Background: an optimization exercise with open tools, aiming at small area and a short achievable clock period. Do not read the settings as production practice.
In this exercise RTL edits were held to simulation tests only and were not proved equivalent to the original.

`flow/design.v`:
```
module DSP_modules
(
	input			clk,
	input			reset,
	output			done,
	input	[15:0]	in_a,
	input	[15:0]	in_b,
	output	[31:0]	out_a,
	output	[31:0]	out_b
);
	reg [15:0] a_r, b_r;
	always @(posedge clk) begin
		a_r <= in_a;
		b_r <= in_b;
	end
	reg [4:0] vld;
	always @(posedge clk) begin
		if (reset) vld <= 5'd0;
		else vld <= {vld[3:0], 1'b1};
	end
	assign done = vld[4];
	wire a15 = a_r[15];
	wire b15 = b_r[15];
	wire [16:0] uc_c;
	assign uc_c[0] = 1'b1;
	genvar j;
	generate for (j = 0; j < 16; j = j + 1) begin : g_ucmp
		assign uc_c[j+1] = (a_r[j] & ~b_r[j]) | (a_r[j] & uc_c[j]) | (~b_r[j] & uc_c[j]);
	end endgenerate
	wire usat0 = uc_c[16];
	wire e1 = a15 & ~b15;
	wire [16:0] a1;
	wire [16:0] br;
	assign br[0] = e1;
	generate for (j = 0; j < 16; j = j + 1) begin : g_dec
		assign a1[j] = a_r[j] ^ br[j];
		assign br[j+1] = br[j] & ~a_r[j];
	end endgenerate
	assign a1[16] = a15 ^ br[16];
	wire [14:0] a1l = a1[14:0];
	wire inv1 = ~(a15 ^ b15);
	wire [15:0] x1 = b_r ^ {16{inv1}};
	wire [16:0] sc_c;
	assign sc_c[0] = ~a15 & ~b15;
	generate for (j = 0; j < 16; j = j + 1) begin : g_scmp
		assign sc_c[j+1] = (a1[j] & x1[j]) | (a1[j] & sc_c[j]) | (x1[j] & sc_c[j]);
	end endgenerate
	wire ssat0 = ~(a1[16] ^ x1[15] ^ sc_c[16] ^ a15);
	wire [15:0] u1_x = b_r ^ {16{1'b1}};
	wire [16:0] u1_c;
	wire [15:0] u1_r;
	assign u1_c[1] = 1'b1 & ~b_r[0];
	assign u1_r[0] = b_r[0];
	generate for (j = 1; j < 16; j = j + 1) begin : g_u1
		assign u1_r[j] = a_r[j-1] ^ u1_x[j] ^ u1_c[j];
		assign u1_c[j+1] = (a_r[j-1] & u1_x[j]) | (a_r[j-1] & u1_c[j]) | (u1_x[j] & u1_c[j]);
	end endgenerate
	wire u1_inv = ~(a_r[15] ^ 1'b1 ^ u1_c[16]);
	wire [15:0] u2_x = b_r ^ {16{u1_inv}};
	wire [16:0] u2_c;
	wire [15:0] u2_r;
	assign u2_c[1] = u1_inv & ~b_r[0];
	assign u2_r[0] = b_r[0];
	generate for (j = 1; j < 16; j = j + 1) begin : g_u2
		assign u2_r[j] = u1_r[j-1] ^ u2_x[j] ^ u2_c[j];
		assign u2_c[j+1] = (u1_r[j-1] & u2_x[j]) | (u1_r[j-1] & u2_c[j]) | (u2_x[j] & u2_c[j]);
	end endgenerate
	wire u2_inv = ~(u1_r[15] ^ u1_inv ^ u2_c[16]);
	wire [15:0] u3_x = b_r ^ {16{u2_inv}};
	wire [16:0] u3_c;
	wire [15:0] u3_r;
	assign u3_c[1] = u2_inv & ~b_r[0];
	assign u3_r[0] = b_r[0];
	generate for (j = 1; j < 16; j = j + 1) begin : g_u3
		assign u3_r[j] = u2_r[j-1] ^ u3_x[j] ^ u3_c[j];
		assign u3_c[j+1] = (u2_r[j-1] & u3_x[j]) | (u2_r[j-1] & u3_c[j]) | (u3_x[j] & u3_c[j]);
	end endgenerate
	wire u3_inv = ~(u2_r[15] ^ u2_inv ^ u3_c[16]);
	wire [15:0] u4_x = b_r ^ {16{u3_inv}};
	wire [16:0] u4_c;
	wire [15:0] u4_r;
	assign u4_c[1] = u3_inv & ~b_r[0];
	assign u4_r[0] = b_r[0];
	generate for (j = 1; j < 16; j = j + 1) begin : g_u4
		assign u4_r[j] = u3_r[j-1] ^ u4_x[j] ^ u4_c[j];
		assign u4_c[j+1] = (u3_r[j-1] & u4_x[j]) | (u3_r[j-1] & u4_c[j]) | (u4_x[j] & u4_c[j]);
	end endgenerate
	wire u4_inv = ~(u3_r[15] ^ u3_inv ^ u4_c[16]);
	wire [15:0] s1_x = b_r ^ {16{inv1}};
	wire [15:0] s1_c;
	wire [14:0] s1_r;
	assign s1_r[0] = ~b_r[15] ^ s1_x[0];
	assign s1_c[1] = ~b_r[15] & s1_x[0];
	generate for (j = 1; j < 15; j = j + 1) begin : g_s1
		assign s1_r[j] = a1l[j-1] ^ s1_x[j] ^ s1_c[j];
		assign s1_c[j+1] = (a1l[j-1] & s1_x[j]) | (a1l[j-1] & s1_c[j]) | (s1_x[j] & s1_c[j]);
	end endgenerate
	wire s1_inv = ~(a1l[14] ^ inv1 ^ s1_c[15]);
	wire [15:0] s2_x = b_r ^ {16{s1_inv}};
	wire [15:0] s2_c;
	wire [14:0] s2_r;
	assign s2_r[0] = a15 ^ b_r[0];
	assign s2_c[1] = (a15 & s2_x[0]) | (a15 & s1_inv) | (s2_x[0] & s1_inv);
	generate for (j = 1; j < 15; j = j + 1) begin : g_s2
		assign s2_r[j] = s1_r[j-1] ^ s2_x[j] ^ s2_c[j];
		assign s2_c[j+1] = (s1_r[j-1] & s2_x[j]) | (s1_r[j-1] & s2_c[j]) | (s2_x[j] & s2_c[j]);
	end endgenerate
	wire s2_inv = ~(s1_r[14] ^ s1_inv ^ s2_c[15]);
	wire [15:0] s3_x = b_r ^ {16{s2_inv}};
	wire [15:0] s3_c;
	wire [14:0] s3_r;
	assign s3_r[0] = a15 ^ b_r[0];
	assign s3_c[1] = (a15 & s3_x[0]) | (a15 & s2_inv) | (s3_x[0] & s2_inv);
	generate for (j = 1; j < 15; j = j + 1) begin : g_s3
		assign s3_r[j] = s2_r[j-1] ^ s3_x[j] ^ s3_c[j];
		assign s3_c[j+1] = (s2_r[j-1] & s3_x[j]) | (s2_r[j-1] & s3_c[j]) | (s3_x[j] & s3_c[j]);
	end endgenerate
	wire s3_inv = ~(s2_r[14] ^ s2_inv ^ s3_c[15]);
	wire [15:0] s4_x = b_r ^ {16{s3_inv}};
	wire [15:0] s4_c;
	wire [14:0] s4_r;
	assign s4_r[0] = a15 ^ b_r[0];
	assign s4_c[1] = (a15 & s4_x[0]) | (a15 & s3_inv) | (s4_x[0] & s3_inv);
	generate for (j = 1; j < 15; j = j + 1) begin : g_s4
		assign s4_r[j] = s3_r[j-1] ^ s4_x[j] ^ s4_c[j];
		assign s4_c[j+1] = (s3_r[j-1] & s4_x[j]) | (s3_r[j-1] & s4_c[j]) | (s4_x[j] & s4_c[j]);
	end endgenerate
	wire s4_inv = ~(s3_r[14] ^ s3_inv ^ s4_c[15]);
	reg [15:0] p1_ur;
	reg p1_uinv;
	reg p1_uq13;
	reg p1_uq14;
	reg p1_uq15;
	reg p1_usat;
	reg [14:0] p1_sr;
	reg p1_sinv;
	reg p1_sq12;
	reg p1_sq13;
	reg p1_sq14;
	reg p1_ssat;
	reg p1_a15;
	reg [15:0] p1_b;
	always @(posedge clk) begin
		p1_ur <= u4_r;
		p1_uinv <= u4_inv;
		p1_uq13 <= u3_inv;
		p1_uq14 <= u2_inv;
		p1_uq15 <= u1_inv;
		p1_usat <= usat0;
		p1_sr <= s4_r;
		p1_sinv <= s4_inv;
		p1_sq12 <= s3_inv;
		p1_sq13 <= s2_inv;
		p1_sq14 <= s1_inv;
		p1_ssat <= ssat0;
		p1_a15 <= a15;
		p1_b <= b_r;
	end
	wire [15:0] u5_x = p1_b ^ {16{p1_uinv}};
	wire [16:0] u5_c;
	wire [15:0] u5_r;
	assign u5_c[1] = p1_uinv & ~p1_b[0];
	assign u5_r[0] = p1_b[0];
	generate for (j = 1; j < 16; j = j + 1) begin : g_u5
		assign u5_r[j] = p1_ur[j-1] ^ u5_x[j] ^ u5_c[j];
		assign u5_c[j+1] = (p1_ur[j-1] & u5_x[j]) | (p1_ur[j-1] & u5_c[j]) | (u5_x[j] & u5_c[j]);
	end endgenerate
	wire u5_inv = ~(p1_ur[15] ^ p1_uinv ^ u5_c[16]);
	wire [15:0] u6_x = p1_b ^ {16{u5_inv}};
	wire [16:0] u6_c;
	wire [15:0] u6_r;
	assign u6_c[1] = u5_inv & ~p1_b[0];
	assign u6_r[0] = p1_b[0];
	generate for (j = 1; j < 16; j = j + 1) begin : g_u6
		assign u6_r[j] = u5_r[j-1] ^ u6_x[j] ^ u6_c[j];
		assign u6_c[j+1] = (u5_r[j-1] & u6_x[j]) | (u5_r[j-1] & u6_c[j]) | (u6_x[j] & u6_c[j]);
	end endgenerate
	wire u6_inv = ~(u5_r[15] ^ u5_inv ^ u6_c[16]);
	wire [15:0] u7_x = p1_b ^ {16{u6_inv}};
	wire [16:0] u7_c;
	wire [15:0] u7_r;
	assign u7_c[1] = u6_inv & ~p1_b[0];
	assign u7_r[0] = p1_b[0];
	generate for (j = 1; j < 16; j = j + 1) begin : g_u7
		assign u7_r[j] = u6_r[j-1] ^ u7_x[j] ^ u7_c[j];
		assign u7_c[j+1] = (u6_r[j-1] & u7_x[j]) | (u6_r[j-1] & u7_c[j]) | (u7_x[j] & u7_c[j]);
	end endgenerate
	wire u7_inv = ~(u6_r[15] ^ u6_inv ^ u7_c[16]);
	wire [15:0] u8_x = p1_b ^ {16{u7_inv}};
	wire [16:0] u8_c;
	wire [15:0] u8_r;
	assign u8_c[1] = u7_inv & ~p1_b[0];
	assign u8_r[0] = p1_b[0];
	generate for (j = 1; j < 16; j = j + 1) begin : g_u8
		assign u8_r[j] = u7_r[j-1] ^ u8_x[j] ^ u8_c[j];
		assign u8_c[j+1] = (u7_r[j-1] & u8_x[j]) | (u7_r[j-1] & u8_c[j]) | (u8_x[j] & u8_c[j]);
	end endgenerate
	wire u8_inv = ~(u7_r[15] ^ u7_inv ^ u8_c[16]);
	wire [15:0] s5_x = p1_b ^ {16{p1_sinv}};
	wire [15:0] s5_c;
	wire [14:0] s5_r;
	assign s5_r[0] = p1_a15 ^ p1_b[0];
	assign s5_c[1] = (p1_a15 & s5_x[0]) | (p1_a15 & p1_sinv) | (s5_x[0] & p1_sinv);
	generate for (j = 1; j < 15; j = j + 1) begin : g_s5
		assign s5_r[j] = p1_sr[j-1] ^ s5_x[j] ^ s5_c[j];
		assign s5_c[j+1] = (p1_sr[j-1] & s5_x[j]) | (p1_sr[j-1] & s5_c[j]) | (s5_x[j] & s5_c[j]);
	end endgenerate
	wire s5_inv = ~(p1_sr[14] ^ p1_sinv ^ s5_c[15]);
	wire [15:0] s6_x = p1_b ^ {16{s5_inv}};
	wire [15:0] s6_c;
	wire [14:0] s6_r;
	assign s6_r[0] = p1_a15 ^ p1_b[0];
	assign s6_c[1] = (p1_a15 & s6_x[0]) | (p1_a15 & s5_inv) | (s6_x[0] & s5_inv);
	generate for (j = 1; j < 15; j = j + 1) begin : g_s6
		assign s6_r[j] = s5_r[j-1] ^ s6_x[j] ^ s6_c[j];
		assign s6_c[j+1] = (s5_r[j-1] & s6_x[j]) | (s5_r[j-1] & s6_c[j]) | (s6_x[j] & s6_c[j]);
	end endgenerate
	wire s6_inv = ~(s5_r[14] ^ s5_inv ^ s6_c[15]);
	wire [15:0] s7_x = p1_b ^ {16{s6_inv}};
	wire [15:0] s7_c;
	wire [14:0] s7_r;
	assign s7_r[0] = p1_a15 ^ p1_b[0];
	assign s7_c[1] = (p1_a15 & s7_x[0]) | (p1_a15 & s6_inv) | (s7_x[0] & s6_inv);
	generate for (j = 1; j < 15; j = j + 1) begin : g_s7
		assign s7_r[j] = s6_r[j-1] ^ s7_x[j] ^ s7_c[j];
		assign s7_c[j+1] = (s6_r[j-1] & s7_x[j]) | (s6_r[j-1] & s7_c[j]) | (s7_x[j] & s7_c[j]);
	end endgenerate
	wire s7_inv = ~(s6_r[14] ^ s6_inv ^ s7_c[15]);
	wire [15:0] s8_x = p1_b ^ {16{s7_inv}};
	wire [15:0] s8_c;
	wire [14:0] s8_r;
	assign s8_r[0] = p1_a15 ^ p1_b[0];
	assign s8_c[1] = (p1_a15 & s8_x[0]) | (p1_a15 & s7_inv) | (s8_x[0] & s7_inv);
	generate for (j = 1; j < 15; j = j + 1) begin : g_s8
		assign s8_r[j] = s7_r[j-1] ^ s8_x[j] ^ s8_c[j];
		assign s8_c[j+1] = (s7_r[j-1] & s8_x[j]) | (s7_r[j-1] & s8_c[j]) | (s8_x[j] & s8_c[j]);
	end endgenerate
	wire s8_inv = ~(s7_r[14] ^ s7_inv ^ s8_c[15]);
	reg [15:0] p2_ur;
	reg p2_uinv;
	reg p2_uq9;
	reg p2_uq10;
	reg p2_uq11;
	reg p2_uq12;
	reg p2_uq13;
	reg p2_uq14;
	reg p2_uq15;
	reg p2_usat;
	reg [14:0] p2_sr;
	reg p2_sinv;
	reg p2_sq8;
	reg p2_sq9;
	reg p2_sq10;
	reg p2_sq11;
	reg p2_sq12;
	reg p2_sq13;
	reg p2_sq14;
	reg p2_ssat;
	reg p2_a15;
	reg [15:0] p2_b;
	always @(posedge clk) begin
		p2_ur <= u8_r;
		p2_uinv <= u8_inv;
		p2_uq9 <= u7_inv;
		p2_uq10 <= u6_inv;
		p2_uq11 <= u5_inv;
		p2_uq12 <= p1_uinv;
		p2_uq13 <= p1_uq13;
		p2_uq14 <= p1_uq14;
		p2_uq15 <= p1_uq15;
		p2_usat <= p1_usat;
		p2_sr <= s8_r;
		p2_sinv <= s8_inv;
		p2_sq8 <= s7_inv;
		p2_sq9 <= s6_inv;
		p2_sq10 <= s5_inv;
		p2_sq11 <= p1_sinv;
		p2_sq12 <= p1_sq12;
		p2_sq13 <= p1_sq13;
		p2_sq14 <= p1_sq14;
		p2_ssat <= p1_ssat;
		p2_a15 <= p1_a15;
		p2_b <= p1_b;
	end
	wire [15:0] u9_x = p2_b ^ {16{p2_uinv}};
	wire [16:0] u9_c;
	wire [15:0] u9_r;
	assign u9_c[1] = p2_uinv & ~p2_b[0];
	assign u9_r[0] = p2_b[0];
	generate for (j = 1; j < 16; j = j + 1) begin : g_u9
		assign u9_r[j] = p2_ur[j-1] ^ u9_x[j] ^ u9_c[j];
		assign u9_c[j+1] = (p2_ur[j-1] & u9_x[j]) | (p2_ur[j-1] & u9_c[j]) | (u9_x[j] & u9_c[j]);
	end endgenerate
	wire u9_inv = ~(p2_ur[15] ^ p2_uinv ^ u9_c[16]);
	wire [15:0] u10_x = p2_b ^ {16{u9_inv}};
	wire [16:0] u10_c;
	wire [15:0] u10_r;
	assign u10_c[1] = u9_inv & ~p2_b[0];
	assign u10_r[0] = p2_b[0];
	generate for (j = 1; j < 16; j = j + 1) begin : g_u10
		assign u10_r[j] = u9_r[j-1] ^ u10_x[j] ^ u10_c[j];
		assign u10_c[j+1] = (u9_r[j-1] & u10_x[j]) | (u9_r[j-1] & u10_c[j]) | (u10_x[j] & u10_c[j]);
	end endgenerate
	wire u10_inv = ~(u9_r[15] ^ u9_inv ^ u10_c[16]);
	wire [15:0] u11_x = p2_b ^ {16{u10_inv}};
	wire [16:0] u11_c;
	wire [15:0] u11_r;
	assign u11_c[1] = u10_inv & ~p2_b[0];
	assign u11_r[0] = p2_b[0];
	generate for (j = 1; j < 16; j = j + 1) begin : g_u11
		assign u11_r[j] = u10_r[j-1] ^ u11_x[j] ^ u11_c[j];
		assign u11_c[j+1] = (u10_r[j-1] & u11_x[j]) | (u10_r[j-1] & u11_c[j]) | (u11_x[j] & u11_c[j]);
	end endgenerate
	wire u11_inv = ~(u10_r[15] ^ u10_inv ^ u11_c[16]);
	wire [15:0] u12_x = p2_b ^ {16{u11_inv}};
	wire [16:0] u12_c;
	wire [15:0] u12_r;
	assign u12_c[1] = u11_inv & ~p2_b[0];
	assign u12_r[0] = p2_b[0];
	generate for (j = 1; j < 16; j = j + 1) begin : g_u12
		assign u12_r[j] = u11_r[j-1] ^ u12_x[j] ^ u12_c[j];
		assign u12_c[j+1] = (u11_r[j-1] & u12_x[j]) | (u11_r[j-1] & u12_c[j]) | (u12_x[j] & u12_c[j]);
	end endgenerate
	wire u12_inv = ~(u11_r[15] ^ u11_inv ^ u12_c[16]);
	wire [15:0] s9_x = p2_b ^ {16{p2_sinv}};
	wire [15:0] s9_c;
	wire [14:0] s9_r;
	assign s9_r[0] = p2_a15 ^ p2_b[0];
	assign s9_c[1] = (p2_a15 & s9_x[0]) | (p2_a15 & p2_sinv) | (s9_x[0] & p2_sinv);
	generate for (j = 1; j < 15; j = j + 1) begin : g_s9
		assign s9_r[j] = p2_sr[j-1] ^ s9_x[j] ^ s9_c[j];
		assign s9_c[j+1] = (p2_sr[j-1] & s9_x[j]) | (p2_sr[j-1] & s9_c[j]) | (s9_x[j] & s9_c[j]);
	end endgenerate
	wire s9_inv = ~(p2_sr[14] ^ p2_sinv ^ s9_c[15]);
	wire [15:0] s10_x = p2_b ^ {16{s9_inv}};
	wire [15:0] s10_c;
	wire [14:0] s10_r;
	assign s10_r[0] = p2_a15 ^ p2_b[0];
	assign s10_c[1] = (p2_a15 & s10_x[0]) | (p2_a15 & s9_inv) | (s10_x[0] & s9_inv);
	generate for (j = 1; j < 15; j = j + 1) begin : g_s10
		assign s10_r[j] = s9_r[j-1] ^ s10_x[j] ^ s10_c[j];
		assign s10_c[j+1] = (s9_r[j-1] & s10_x[j]) | (s9_r[j-1] & s10_c[j]) | (s10_x[j] & s10_c[j]);
	end endgenerate
	wire s10_inv = ~(s9_r[14] ^ s9_inv ^ s10_c[15]);
	wire [15:0] s11_x = p2_b ^ {16{s10_inv}};
	wire [15:0] s11_c;
	wire [14:0] s11_r;
	assign s11_r[0] = p2_a15 ^ p2_b[0];
	assign s11_c[1] = (p2_a15 & s11_x[0]) | (p2_a15 & s10_inv) | (s11_x[0] & s10_inv);
	generate for (j = 1; j < 15; j = j + 1) begin : g_s11
		assign s11_r[j] = s10_r[j-1] ^ s11_x[j] ^ s11_c[j];
		assign s11_c[j+1] = (s10_r[j-1] & s11_x[j]) | (s10_r[j-1] & s11_c[j]) | (s11_x[j] & s11_c[j]);
	end endgenerate
	wire s11_inv = ~(s10_r[14] ^ s10_inv ^ s11_c[15]);
	wire [15:0] s12_x = p2_b ^ {16{s11_inv}};
	wire [15:0] s12_c;
	wire [14:0] s12_r;
	assign s12_r[0] = p2_a15 ^ p2_b[0];
	assign s12_c[1] = (p2_a15 & s12_x[0]) | (p2_a15 & s11_inv) | (s12_x[0] & s11_inv);
	generate for (j = 1; j < 15; j = j + 1) begin : g_s12
		assign s12_r[j] = s11_r[j-1] ^ s12_x[j] ^ s12_c[j];
		assign s12_c[j+1] = (s11_r[j-1] & s12_x[j]) | (s11_r[j-1] & s12_c[j]) | (s12_x[j] & s12_c[j]);
	end endgenerate
	wire s12_inv = ~(s11_r[14] ^ s11_inv ^ s12_c[15]);
	reg [15:0] p3_ur;
	reg p3_uinv;
	reg p3_uq5;
	reg p3_uq6;
	reg p3_uq7;
	reg p3_uq8;
	reg p3_uq9;
	reg p3_uq10;
	reg p3_uq11;
	reg p3_uq12;
	reg p3_uq13;
	reg p3_uq14;
	reg p3_uq15;
	reg p3_usat;
	reg [14:0] p3_sr;
	reg p3_sinv;
	reg p3_sq4;
	reg p3_sq5;
	reg p3_sq6;
	reg p3_sq7;
	reg p3_sq8;
	reg p3_sq9;
	reg p3_sq10;
	reg p3_sq11;
	reg p3_sq12;
	reg p3_sq13;
	reg p3_sq14;
	reg p3_ssat;
	reg p3_a15;
	reg [15:0] p3_b;
	always @(posedge clk) begin
		p3_ur <= u12_r;
		p3_uinv <= u12_inv;
		p3_uq5 <= u11_inv;
		p3_uq6 <= u10_inv;
		p3_uq7 <= u9_inv;
		p3_uq8 <= p2_uinv;
		p3_uq9 <= p2_uq9;
		p3_uq10 <= p2_uq10;
		p3_uq11 <= p2_uq11;
		p3_uq12 <= p2_uq12;
		p3_uq13 <= p2_uq13;
		p3_uq14 <= p2_uq14;
		p3_uq15 <= p2_uq15;
		p3_usat <= p2_usat;
		p3_sr <= s12_r;
		p3_sinv <= s12_inv;
		p3_sq4 <= s11_inv;
		p3_sq5 <= s10_inv;
		p3_sq6 <= s9_inv;
		p3_sq7 <= p2_sinv;
		p3_sq8 <= p2_sq8;
		p3_sq9 <= p2_sq9;
		p3_sq10 <= p2_sq10;
		p3_sq11 <= p2_sq11;
		p3_sq12 <= p2_sq12;
		p3_sq13 <= p2_sq13;
		p3_sq14 <= p2_sq14;
		p3_ssat <= p2_ssat;
		p3_a15 <= p2_a15;
		p3_b <= p2_b;
	end
	wire [15:0] u13_x = p3_b ^ {16{p3_uinv}};
	wire [16:0] u13_c;
	wire [15:0] u13_r;
	assign u13_c[1] = p3_uinv & ~p3_b[0];
	assign u13_r[0] = p3_b[0];
	generate for (j = 1; j < 16; j = j + 1) begin : g_u13
		assign u13_r[j] = p3_ur[j-1] ^ u13_x[j] ^ u13_c[j];
		assign u13_c[j+1] = (p3_ur[j-1] & u13_x[j]) | (p3_ur[j-1] & u13_c[j]) | (u13_x[j] & u13_c[j]);
	end endgenerate
	wire u13_inv = ~(p3_ur[15] ^ p3_uinv ^ u13_c[16]);
	wire [15:0] u14_x = p3_b ^ {16{u13_inv}};
	wire [16:0] u14_c;
	wire [15:0] u14_r;
	assign u14_c[1] = u13_inv & ~p3_b[0];
	assign u14_r[0] = p3_b[0];
	generate for (j = 1; j < 16; j = j + 1) begin : g_u14
		assign u14_r[j] = u13_r[j-1] ^ u14_x[j] ^ u14_c[j];
		assign u14_c[j+1] = (u13_r[j-1] & u14_x[j]) | (u13_r[j-1] & u14_c[j]) | (u14_x[j] & u14_c[j]);
	end endgenerate
	wire u14_inv = ~(u13_r[15] ^ u13_inv ^ u14_c[16]);
	wire [15:0] u15_x = p3_b ^ {16{u14_inv}};
	wire [16:0] u15_c;
	wire [15:0] u15_r;
	assign u15_c[1] = u14_inv & ~p3_b[0];
	assign u15_r[0] = p3_b[0];
	generate for (j = 1; j < 16; j = j + 1) begin : g_u15
		assign u15_r[j] = u14_r[j-1] ^ u15_x[j] ^ u15_c[j];
		assign u15_c[j+1] = (u14_r[j-1] & u15_x[j]) | (u14_r[j-1] & u15_c[j]) | (u15_x[j] & u15_c[j]);
	end endgenerate
	wire u15_inv = ~(u14_r[15] ^ u14_inv ^ u15_c[16]);
	wire [15:0] u16_x = p3_b ^ {16{u15_inv}};
	wire [16:0] u16_c;
	wire [15:0] u16_r;
	assign u16_c[1] = u15_inv & ~p3_b[0];
	assign u16_r[0] = p3_b[0];
	generate for (j = 1; j < 16; j = j + 1) begin : g_u16
		assign u16_r[j] = u15_r[j-1] ^ u16_x[j] ^ u16_c[j];
		assign u16_c[j+1] = (u15_r[j-1] & u16_x[j]) | (u15_r[j-1] & u16_c[j]) | (u16_x[j] & u16_c[j]);
	end endgenerate
	wire u16_inv = ~(u15_r[15] ^ u15_inv ^ u16_c[16]);
	wire [15:0] s13_x = p3_b ^ {16{p3_sinv}};
	wire [15:0] s13_c;
	wire [14:0] s13_r;
	assign s13_r[0] = p3_a15 ^ p3_b[0];
	assign s13_c[1] = (p3_a15 & s13_x[0]) | (p3_a15 & p3_sinv) | (s13_x[0] & p3_sinv);
	generate for (j = 1; j < 15; j = j + 1) begin : g_s13
		assign s13_r[j] = p3_sr[j-1] ^ s13_x[j] ^ s13_c[j];
		assign s13_c[j+1] = (p3_sr[j-1] & s13_x[j]) | (p3_sr[j-1] & s13_c[j]) | (s13_x[j] & s13_c[j]);
	end endgenerate
	wire s13_inv = ~(p3_sr[14] ^ p3_sinv ^ s13_c[15]);
	wire [15:0] s14_x = p3_b ^ {16{s13_inv}};
	wire [15:0] s14_c;
	wire [14:0] s14_r;
	assign s14_r[0] = p3_a15 ^ p3_b[0];
	assign s14_c[1] = (p3_a15 & s14_x[0]) | (p3_a15 & s13_inv) | (s14_x[0] & s13_inv);
	generate for (j = 1; j < 15; j = j + 1) begin : g_s14
		assign s14_r[j] = s13_r[j-1] ^ s14_x[j] ^ s14_c[j];
		assign s14_c[j+1] = (s13_r[j-1] & s14_x[j]) | (s13_r[j-1] & s14_c[j]) | (s14_x[j] & s14_c[j]);
	end endgenerate
	wire s14_inv = ~(s13_r[14] ^ s13_inv ^ s14_c[15]);
	wire [15:0] s15_x = p3_b ^ {16{s14_inv}};
	wire [15:0] s15_c;
	wire [14:0] s15_r;
	assign s15_r[0] = p3_a15 ^ p3_b[0];
	assign s15_c[1] = (p3_a15 & s15_x[0]) | (p3_a15 & s14_inv) | (s15_x[0] & s14_inv);
	generate for (j = 1; j < 15; j = j + 1) begin : g_s15
		assign s15_r[j] = s14_r[j-1] ^ s15_x[j] ^ s15_c[j];
		assign s15_c[j+1] = (s14_r[j-1] & s15_x[j]) | (s14_r[j-1] & s15_c[j]) | (s15_x[j] & s15_c[j]);
	end endgenerate
	wire s15_inv = ~(s14_r[14] ^ s14_inv ^ s15_c[15]);
	wire neg = p3_a15 ^ p3_b[15];
	wire [14:0] sinvv = {p3_sq14, p3_sq13, p3_sq12, p3_sq11, p3_sq10, p3_sq9, p3_sq8, p3_sq7, p3_sq6, p3_sq5, p3_sq4, p3_sinv, s13_inv, s14_inv, s15_inv};
	wire [15:0] uqv = {p3_uq15, p3_uq14, p3_uq13, p3_uq12, p3_uq11, p3_uq10, p3_uq9, p3_uq8, p3_uq7, p3_uq6, p3_uq5, p3_uinv, u13_inv, u14_inv, u15_inv, u16_inv};
	wire [15:0] sinc;
	assign sinc[0] = neg;
	generate for (j = 1; j < 16; j = j + 1) begin : g_inc
		assign sinc[j] = neg & (&sinvv[j-1:0]);
	end endgenerate
	wire [15:0] smag = {neg, sinvv} ^ sinc;
	wire [15:0] ys = p3_ssat ? {neg, {15{~neg}}} : smag;
	wire [15:0] yu = uqv | {16{p3_usat}};
	reg [15:0] ya_r, yb_r;
	always @(posedge clk) begin
		ya_r <= ys;
		yb_r <= yu;
	end
	assign out_a = {{16{ya_r[15]}}, ya_r};
	assign out_b = {16'd0, yb_r};
endmodule
```
`flow/run.sh`:
```
#!/bin/bash
# synth_recipe.tcl (not shown) runs the flow's synth.tcl, then flattens the netlist and writes it again
# the make line also repeats each setting of config.mk as NAME=value (left out here)
make -C /OpenROAD-flow-scripts/flow DESIGN_CONFIG=/design/flow/config.mk WORK_HOME=/design/flow/orfs CLKGATE_MAP_FILE= SYNTH_SCRIPT=/design/flow/synth_recipe.tcl finish
```
`flow/config.mk`:
```
export PLATFORM = sky130hd
export DESIGN_NAME = DSP_modules
export DESIGN_NICKNAME = DSP_modules
export VERILOG_FILES = /design/flow/design.v
export SDC_FILE = /design/flow/constraint.sdc
export NUM_CORES = 4
export LEC_CHECK = 0
export CAP_MARGIN = 20
export CORE_MARGIN = 2
export CORE_UTILIZATION = 40
export CTS_BUF_LIST = sky130_fd_sc_hd__clkbuf_8
export CTS_CLUSTER_DIAMETER = 60
export CTS_CLUSTER_SIZE = 20
export SLEW_MARGIN = 20
```
`flow/constraint.sdc`:
```
create_clock -name core_clock -period 120.0 [get_ports {clk}]
set_input_delay 24.0000 -clock core_clock [delete_from_list [all_inputs] [get_ports {clk}]]
set_output_delay 24.0000 -clock core_clock [all_outputs]
set_load 0.01 [all_outputs]
```
==> out/qor.yml, run 1 <==
tightestPinTransition_ns: 1.063
drc: 0
cts.htree.levels: 1
io_pins: 99
nets: 2483
max_freq_mhz: 36.27
relSlewSlack_pct: 29.03
routabilityCongestion: 0.8300
yosysWarnings: 1
vias: 12730
synth_top_family_by_area: "adder cells"
initial_core_util_pct: 40.60
synth_top_area_share_pct: 37.53
min_path_type: "flop to flop"
synth_xor_xnor_area_share_pct: 20.85
cap_violations: 0
rows: 86
die_width_um: 241.0
cp.required_ns: 120.55
cts_made_buffers: 28
rsz0062_at_grt: "no"
end_kind: "flop"
synth_cell_type_count: 73
antenna_left: 0
cp.arrival_ns: 28.13
synth.cell_area_sq_um: 22460
worst_setup_path_start_kind: "flop"
critPathMaxFanout: 18
drv_slew: 0
grt_pass1_wl_mm: 72.13
final_common_cell: "fa_1"
synth_seq_area_share_pct: 23.53
drtPass1Iterations: 5
overflow: 0
ctsHoldBuffers: 0
fin_crit_ns: 27.57
yosys-mux-area-fraction_pct: 0.3566
skew_ns: 0.02242
antenna_cells: 0
worstSkewPairLatency_ns: 0.62
max_stage_delay_ns: 0.93
antenna_found_initial: 0
grt_max_degree: 31
wl_per_cell_um: 15.60
drive_gt1_share_pct: 7.090
cts_resized: 0
post-place-ws_ns: 91.89
clock_sinks: 264
areaGrowthSynthToFinish_pct: 10.35
clockBufferDepth: 3
syn_area_per_cell_sq_um: 11.37
clk_pin_slew_ns: 0.11
cts-root-buf: "clkbuf_8"
fin_ws_ns: 92.43
die_y_um: 241.0
yosys.area.top_type: "fa_1"
layout_common_cells: "421 x fa_1, 299 x xnor2_1, 281 x inv_1"
status: "no timing/DRC/antenna violations"
synth-edff-count: 0
synth_seq_cells: 264
dieArea_sq_um: 58060
async_reset_ff_share_pct: 0
wl_mm: 43.36
core_area_sq_um: 55310
synth_adder_area_share_pct: 38.81
dp_hpwl_mm: 34.66
cts_tree: "built"
critPathKind: "flop to flop"
synth_top_flop_cell: "dfxtp_1"
grt_usage_pct: 15.69
grt_pass1_vias: 14110
finalHoldViolations: 0
synthTopCellsByArea: "fa_1 38%, dfxtp_1 24%, xnor2_1 12%, xor2_1 6.8%, inv_1 4.7%"
tns_ns: 0
synth_simple_gate_area_share_pct: 3.543
drt_iter0_drc: 376
io_buffers: 82
post-route-period-util_pct: 22.98
setup_violations: 0
cts_setup_buffers: 0
postSynthCellCount: 1975
synth_compound_area_share_pct: 4.986
cpMostUsedCell: "fa_1"
viasPerCell: 4.579
cp_slowest_cell: "dfxtp_1"
==> final cells by class <==
| cell class | instances | area (sq um) |
|---|---|---|
| timing repair buffer | 132 | 1196 |
| clock buffer | 30 | 412.9 |
| multi-input combinational | 1294 | 15590 |
| fill | 5216 | 30530 |
| inverter | 289 | 1085 |
| sequential | 264 | 5285 |
| tap | 748 | 935.9 |
| clock inverter | 22 | 275.3 |
==> cells in the mapped netlist, drive strengths merged (3+ instances only) <==
cell / number
nand2b: 10
xnor3: 9
a31oi: 9
a21oi: 30
nor3: 14
o22ai: 10
inv: 281
nand4: 7
ha: 19
a311oi: 6
clkinv: 8
a31o: 5
xnor2: 323
and3: 7
or2: 12
nand3: 11
clkbuf: 77
o221ai: 4
a2bb2oi: 4
fa: 421
a22oi: 6
a222oi: 3
nor2b: 12
o311ai: 5
mux2i: 8
o31ai: 4
a221oi: 6
o2111ai: 4
o211ai: 7
nor2: 38
a211oi: 6
a21o: 3
and2: 6
dfxtp: 264
nand2: 32
xor2: 174
maj3: 5
o21ai: 25
or3: 5
buf: 66
==> cell families (layout without fill, tap and decap cells) <==
group	Yosys count	count (layout)
xor+xnor	508	508
fa+ha+maj	445	445
buf+inv	432	473
flops	264	264
simple gates	159	159
compound gates	158	158
mux	8	8
other cells	1	16
==> flip-flops by register name, indices dropped and copies added (netlist names), 5 cells and up <==
name   cells
a_r       16
b_r       16
p1_b      16
p1_sr     15
p1_ur     15
p2_b      16
p2_sr     15
p2_ur     15
p3_b      16
p3_sr     15
p3_ur     15
vld        5
ya_r      16
yb_r      16
==> worst max-delay path, delay by kind of cell (launching register included) <==
| family | cells | cell delay (ns) |
|---|---|---|
| buf+inv | 12 | 1.50 |
| xor+xnor | 12 | 2.17 |
| flops | 1 | 0.93 |
| fa+ha+maj | 60 | 22.94 |
==> layer usage <==
layer  up-vias  global-route usage [%]  wire (um)
met5         -                       0          0
met1      6486                   18.97      18070
met4         0                   4.452       1047
met3        63                   1.510       1194
met2       172                   29.52      23050
li1       6005                       -          -
==> final timing paths <==
path	from	slack [ns]	depth (start not counted)	to
setup / recovery	p1_uinv	92.43	84	p2_uinv
hold / removal	p2_ssat	0.32	0	p3_ssat
setup reg to reg	p1_uinv	92.43	84	p2_uinv
hold reg to reg	p2_ssat	0.32	0	p3_ssat
==> metrics by stage <==
stage	utilization, %	area, sq um	cells	hold slack (ns)
global placement	43.52	24070	2727	0.3123
CTS	44.76	24760	2779	0.3259
floorplan	-	22510	1990	0.3096
detailed placement	43.52	24070	2727	0.3121
global route	44.81	24780	2779	0.3268
finish	44.81	24780	2779	0.3230
==> inputs of run 2 (changes only) <==
--- a/flow/config.mk
+++ b/flow/config.mk
@@ -8,7 +8,4 @@
 export CAP_MARGIN = 20
 export CORE_MARGIN = 2
 export CORE_UTILIZATION = 40
-export CTS_BUF_LIST = sky130_fd_sc_hd__clkbuf_8
-export CTS_CLUSTER_DIAMETER = 60
-export CTS_CLUSTER_SIZE = 20
 export SLEW_MARGIN = 20
==> run 2 against run 1 <==
Core utilization increased by 0.69 points. Count of clock-buffer cells in the layout increased by 1. Cell area increased by 1.5%. Clock skew decreased by 0.011 ns. Maximum frequency about the same. Worst hold slack improved by 0.0032 ns. Global-route usage about the same. Critical endpoint unchanged.
==> out/qor.yml, run 2 <==
synth-edff-count: 0
overflow: 0
drt_iter0_drc: 378
drtPass1Iterations: 5
tightestPinTransition_ns: 1.032
synth_top_flop_cell: "dfxtp_1"
cp.required_ns: 120.45
cts_made_buffers: 30
timing.rr.start: "p1_uinv"
routabilityCongestion: 0.8300
cts_setup_buffers: 0
antenna_found_initial: 0
dp_hpwl_mm: 34.66
min_path_type: "flop to flop"
skew_ns: 0.01183
grt_pass1_wl_mm: 72.27
status: "no timing/DRC/antenna violations"
core_area_sq_um: 55310
grt_usage_pct: 15.73
synth_seq_area_share_pct: 23.53
io_buffers: 82
final_common_cell: "fa_1"
rows: 86
grt_pass1_vias: 14140
antenna_cells: 0
cap_violations: 0
initial_core_util_pct: 40.60
areaGrowthSynthToFinish_pct: 12.06
cpMostUsedCell: "fa_1"
cts_tree: "built"
cp.arrival_ns: 28.01
postSynthCellCount: 1975
cts-root-buf: "clkbuf_16"
synth_common_cells: "421 x fa_1, 314 x xnor2_1, 280 x inv_1, 264 x dfxtp_1, 174 x xor2_1"
dieArea_sq_um: 58060
tns_ns: 0
hold_path.startpoint: "p2_usat"
vias: 12730
synth_top_area_share_pct: 37.53
rsz0062_at_grt: "no"
synth_seq_cells: 264
max_freq_mhz: 36.28
relSlewSlack_pct: 31.11
syn_area_per_cell_sq_um: 11.37
end_kind: "flop"
max_stage_delay_ns: 0.91
die_width_um: 241.0
synth.cell_area_sq_um: 22460
ctsHoldBuffers: 0
yosysWarnings: 1
wl_per_cell_um: 15.65
cts.htree.levels: 1
io_pins: 99
fin_crit_ns: 27.56
clk_pin_slew_ns: 0.06
grt_max_degree: 31
worst_hold_slack_ns: 0.3262
synth_cell_type_count: 73
post-route-period-util_pct: 22.97
yosysMostFrequentCell: "fa_1"
async_reset_ff_share_pct: 0
drc: 0
clock_sinks: 264
nets: 2485
layout_common_cells: "421 x fa_1, 299 x xnor2_1, 280 x inv_1"
final_area_sq_um: 25170
finalHoldViolations: 0
worst_setup_path_start_kind: "flop"
antenna_left: 0
critPathMaxFanout: 18
critPathKind: "flop to flop"
cp_slowest_cell: "dfxtp_1"
cts_resized: 0
setup_violations: 0
clockBufferDepth: 3
wl_mm: 43.53
worstSkewPairLatency_ns: 0.57
drv_slew: 0
synthTopCellsByArea: "fa_1 38%, dfxtp_1 24%, xnor2_1 12%, xor2_1 6.8%, inv_1 4.7%"
crit_path_start: "p1_uinv"
viasPerCell: 4.579
placed_area_sq_um: 24070
die_y_um: 241.0
drive_gt1_share_pct: 7.231
yosys.area.top_type: "fa_1"
-- run 2: worst max-delay path: cells and delay by family (launching register included) --
| kind | cells | cell delay [ns] |
|---|---|---|
| flops | 1 | 0.91 |
| fa+ha+maj | 60 | 22.92 |
| buf+inv | 12 | 1.49 |
| xor+xnor | 12 | 2.12 |
-- run 2: final timing paths --
check             endpoint  slack (ns)  cells after the start
setup reg to reg   p2_uinv       92.44                     84
hold reg to reg    p3_usat        0.33                      0
hold / removal     p3_usat        0.33                      0
setup / recovery   p2_uinv       92.44                     84
-- run 2: final cells by class --
type	count	area, sq um
sequential	264	5285
clock buffer	31	764.5
inverter	289	1085
timing repair buffer	132	1196
fill	5180	30140
clock inverter	23	307.8
multi-input combinational	1294	15590
tap	748	935.9
-- run 2: routing by layer --
layer  vias up  track usage (%)  routed length (um)
met2       172            29.58               23110
li1       6010                -                   -
met1      6484            18.91               18130
met3        67            1.658                1213
met5         -                0                   0
met4         0            4.508                1078
-- run 2: per-stage QoR --
step | setup WS, ns | std cells | util (%)
after global placement | 92.17 | 2727 | 43.52
final | 92.44 | 2781 | 45.50
after floorplan | 91.74 | 1990 | -
after CTS | 91.88 | 2781 | 45.46
after detailed placement | 91.89 | 2727 | 43.52
after global routing | 90.98 | 2781 | 45.50
-- run 2: cells by family after synthesis --
logic type	Yosys count	synth area share, %
muxes	8	0.3566
xor gates and xnor gates	508	20.85
other	1	0.01670
and+or+nand+nor	159	3.543
AOI/OAI and AO/OA	158	4.986
adders and majority gates	445	38.81
DFF	264	23.53
buffers and inverters	432	7.900
==> inputs of run 3 (changes only) <==
==> flow/flow/run.sh (new file) <==
#!/bin/bash
# Own flow: the standard layout, unchanged (probe run).
bash standard.sh > standard.log 2>&1
==> flow/standard.sh (new file) <==
#!/bin/bash
# synth_recipe.tcl (not shown) runs the flow's synth.tcl, then flattens the netlist and writes it again
# the make line also repeats each setting of config.mk as NAME=value (left out here)
make -C /OpenROAD-flow-scripts/flow DESIGN_CONFIG=/design/flow/config.mk WORK_HOME=/design/flow/orfs CLKGATE_MAP_FILE= SYNTH_SCRIPT=/design/flow/synth_recipe.tcl "${@:-finish}"
removed: flow/run.sh
==> run 3 against run 2 <==
First-iteration DRC count is the same. Maximum frequency unchanged. Synthesized cell count stayed put. Routed wire length unchanged.
==> out/qor.yml, run 3 <==
worstSkewPairLatency_ns: 0.57
yosysMostFrequentCell: "fa_1"
io_pins: 99
areaGrowthSynthToFinish_pct: 12.06
hold_depth: 0
grt_pass1_vias: 14140
grt_usage_pct: 15.73
skew_ns: 0.01183
yosysWarnings: 1
max_stage_delay_ns: 0.91
drc: 0
cpMostUsedCell: "fa_1"
rrSetupSlack_ns: 92.44
grt_pass1_wl_mm: 72.27
synth_cell_type_count: 73
async_reset_ff_share_pct: 0
antenna_left: 0
status: "no timing/DRC/antenna violations"
cts_resized: 0
critPathKind: "flop to flop"
cp.arrival_ns: 28.01
wl_per_cell_um: 15.65
fin_crit_ns: 27.56
initial_core_util_pct: 40.60
wl_mm: 43.53
cts_made_buffers: 30
core_area_sq_um: 55310
die_y_um: 241.0
cts.htree.levels: 1
drv_slew: 0
max_freq_mhz: 36.28
synth_seq_cells: 264
finalHoldViolations: 0
cts-root-buf: "clkbuf_16"
relSlewSlack_pct: 31.11
postSynthCellCount: 1975
yosys.area.top_type: "fa_1"
post-route-period-util_pct: 22.97
cp_slowest_cell: "dfxtp_1"
drive_gt1_share_pct: 7.231
tightestPinTransition_ns: 1.032
drt_iter0_drc: 378
rsz0062_at_grt: "no"
ctsHoldBuffers: 0
synth-edff-count: 0
dieArea_sq_um: 58060
antenna_found_initial: 0
grt_max_degree: 31
setup_violations: 0
synth_common_cells: "421 x fa_1, 314 x xnor2_1, 280 x inv_1, 264 x dfxtp_1, 174 x xor2_1"
drtPass1Iterations: 5
min_path_type: "flop to flop"
syn_area_per_cell_sq_um: 11.37
viasPerCell: 4.579
synthTopCellsByArea: "fa_1 38%, dfxtp_1 24%, xnor2_1 12%, xor2_1 6.8%, inv_1 4.7%"
synth.cell_area_sq_um: 22460
nets: 2485
final_common_cell: "fa_1"
synth_top_flop_cell: "dfxtp_1"
synth_top_area_share_pct: 37.53
worst_setup_path_start_kind: "flop"
end_kind: "flop"
cp.required_ns: 120.45
clockBufferDepth: 3
critPathMaxFanout: 18
antenna_cells: 0
layout_common_cells: "421 x fa_1, 299 x xnor2_1, 280 x inv_1"
synth_seq_area_share_pct: 23.53
vias: 12730
routabilityCongestion: 0.8300
io_buffers: 82
clock_sinks: 264
fillers: 5180
rows: 86
cts_tree: "built"
cap_violations: 0
dp_hpwl_mm: 34.66
die_width_um: 241.0
tns_ns: 0
clk_pin_slew_ns: 0.06
cts_setup_buffers: 0
overflow: 0
ff2ff_path_depth: 84
-- run 3: cell counts after synthesis --
No cell type changed its count.
-- run 3: per-layer routing --
layer | vias to the layer above | GRT usage, % | part of all wire (%)
met5 | - | 0 | 0
met4 | 0 | 4.508 | 2.5
met3 | 67 | 1.658 | 2.8
met2 | 172 | 29.58 | 53
met1 | 6484 | 18.91 | 42
li1 | 6010 | - | -
-- run 3: path summary, 6_finish.rpt --
path | end | start
setup / recovery | p2_uinv | p1_uinv
hold / removal | p3_usat | p2_usat
hold reg to reg | p3_usat | p2_usat
setup reg to reg | p2_uinv | p1_uinv
-- run 3: layout make-up --
type,instances,area [sq um],share of cell area [%]
multi-input cells,1294,15590,61.96
well taps,748,935.9,3.719
inverters,289,1085,4.310
repair buffers,132,1196,4.753
clock buffers,31,764.5,3.038
flip-flops and latches,264,5285,21.00
clock inverters,23,307.8,1.223
-- run 3: per-stage QoR --
step                      utilization [%]  setup WS (ns)  area, sq um  hold WS (ns)  instances
after floorplan                         -          91.74        22510        0.3096       1990
after global placement              43.52          92.17        24070        0.3123       2727
after detailed placement            43.52          91.89        24070        0.3121       2727
after CTS                           45.46          91.88        25140        0.3269       2781
after global routing                45.50          90.98        25170        0.3309       2781
final                               45.50          92.44        25170        0.3262       2781
-- run 3: kinds of logic (layout without fill, tap and decap cells) --
| family | Yosys count | in the layout | synth area share, % |
|---|---|---|---|
| other | 1 | 16 | 0.01670 |
| multiplexers | 8 | 8 | 0.3566 |
| AO/OA/AOI/OAI | 158 | 158 | 4.986 |
| buffers and inverters | 432 | 475 | 7.900 |
| XOR/XNOR | 508 | 508 | 20.85 |
| adder cells (fa/ha/maj) | 445 | 445 | 38.81 |
| AND/OR/NAND/NOR | 159 | 159 | 3.543 |
| flip-flops | 264 | 264 | 23.53 |
-- run 3: critical path: cells and delay by family (launching register included) --
| family | cells | cell delay, ns |
|---|---|---|
| xor+xnor | 12 | 2.12 |
| buf+inv | 12 | 1.49 |
| fa+ha+maj | 60 | 22.92 |
| flops | 1 | 0.91 |

[afterwards: timing with drivers on the ports]
How much do the figures lean on ideal ports? The routed layouts below were timed once more, with nothing changed but the port constraints. Step 1 (the two cells are an assumption about what drives the block):
set clk [get_ports {clk}]
set_driving_cell -lib_cell sky130_fd_sc_hd__clkbuf_16 $clk
set_driving_cell -lib_cell sky130_fd_sc_hd__buf_2 [delete_from_list [all_inputs] $clk]
Step 2 also shifts input and output timing later by t, the mid clock arrival at the registers, as if the neighbouring blocks saw the same clock. Slacks: no drivers / after step 1 / after step 2; pairs: no drivers / after step 1.
run	t (ns)	setup WS [ns]	latest minus earliest clock arrival (ns)	worst register clock-pin slew, ns	cell pins on the clock port's net
run 1	0.657	92.426 / 92.426 / 92.426	0.023 / 0.023	0.11 / 0.11	1
run 2	0.622	92.436 / 92.436 / 92.436	0.013 / 0.012	0.06 / 0.06	1
run 3	0.622	92.436 / 92.436 / 92.436	0.013 / 0.012	0.06 / 0.06	1
After both steps every run listed still meets setup and hold.
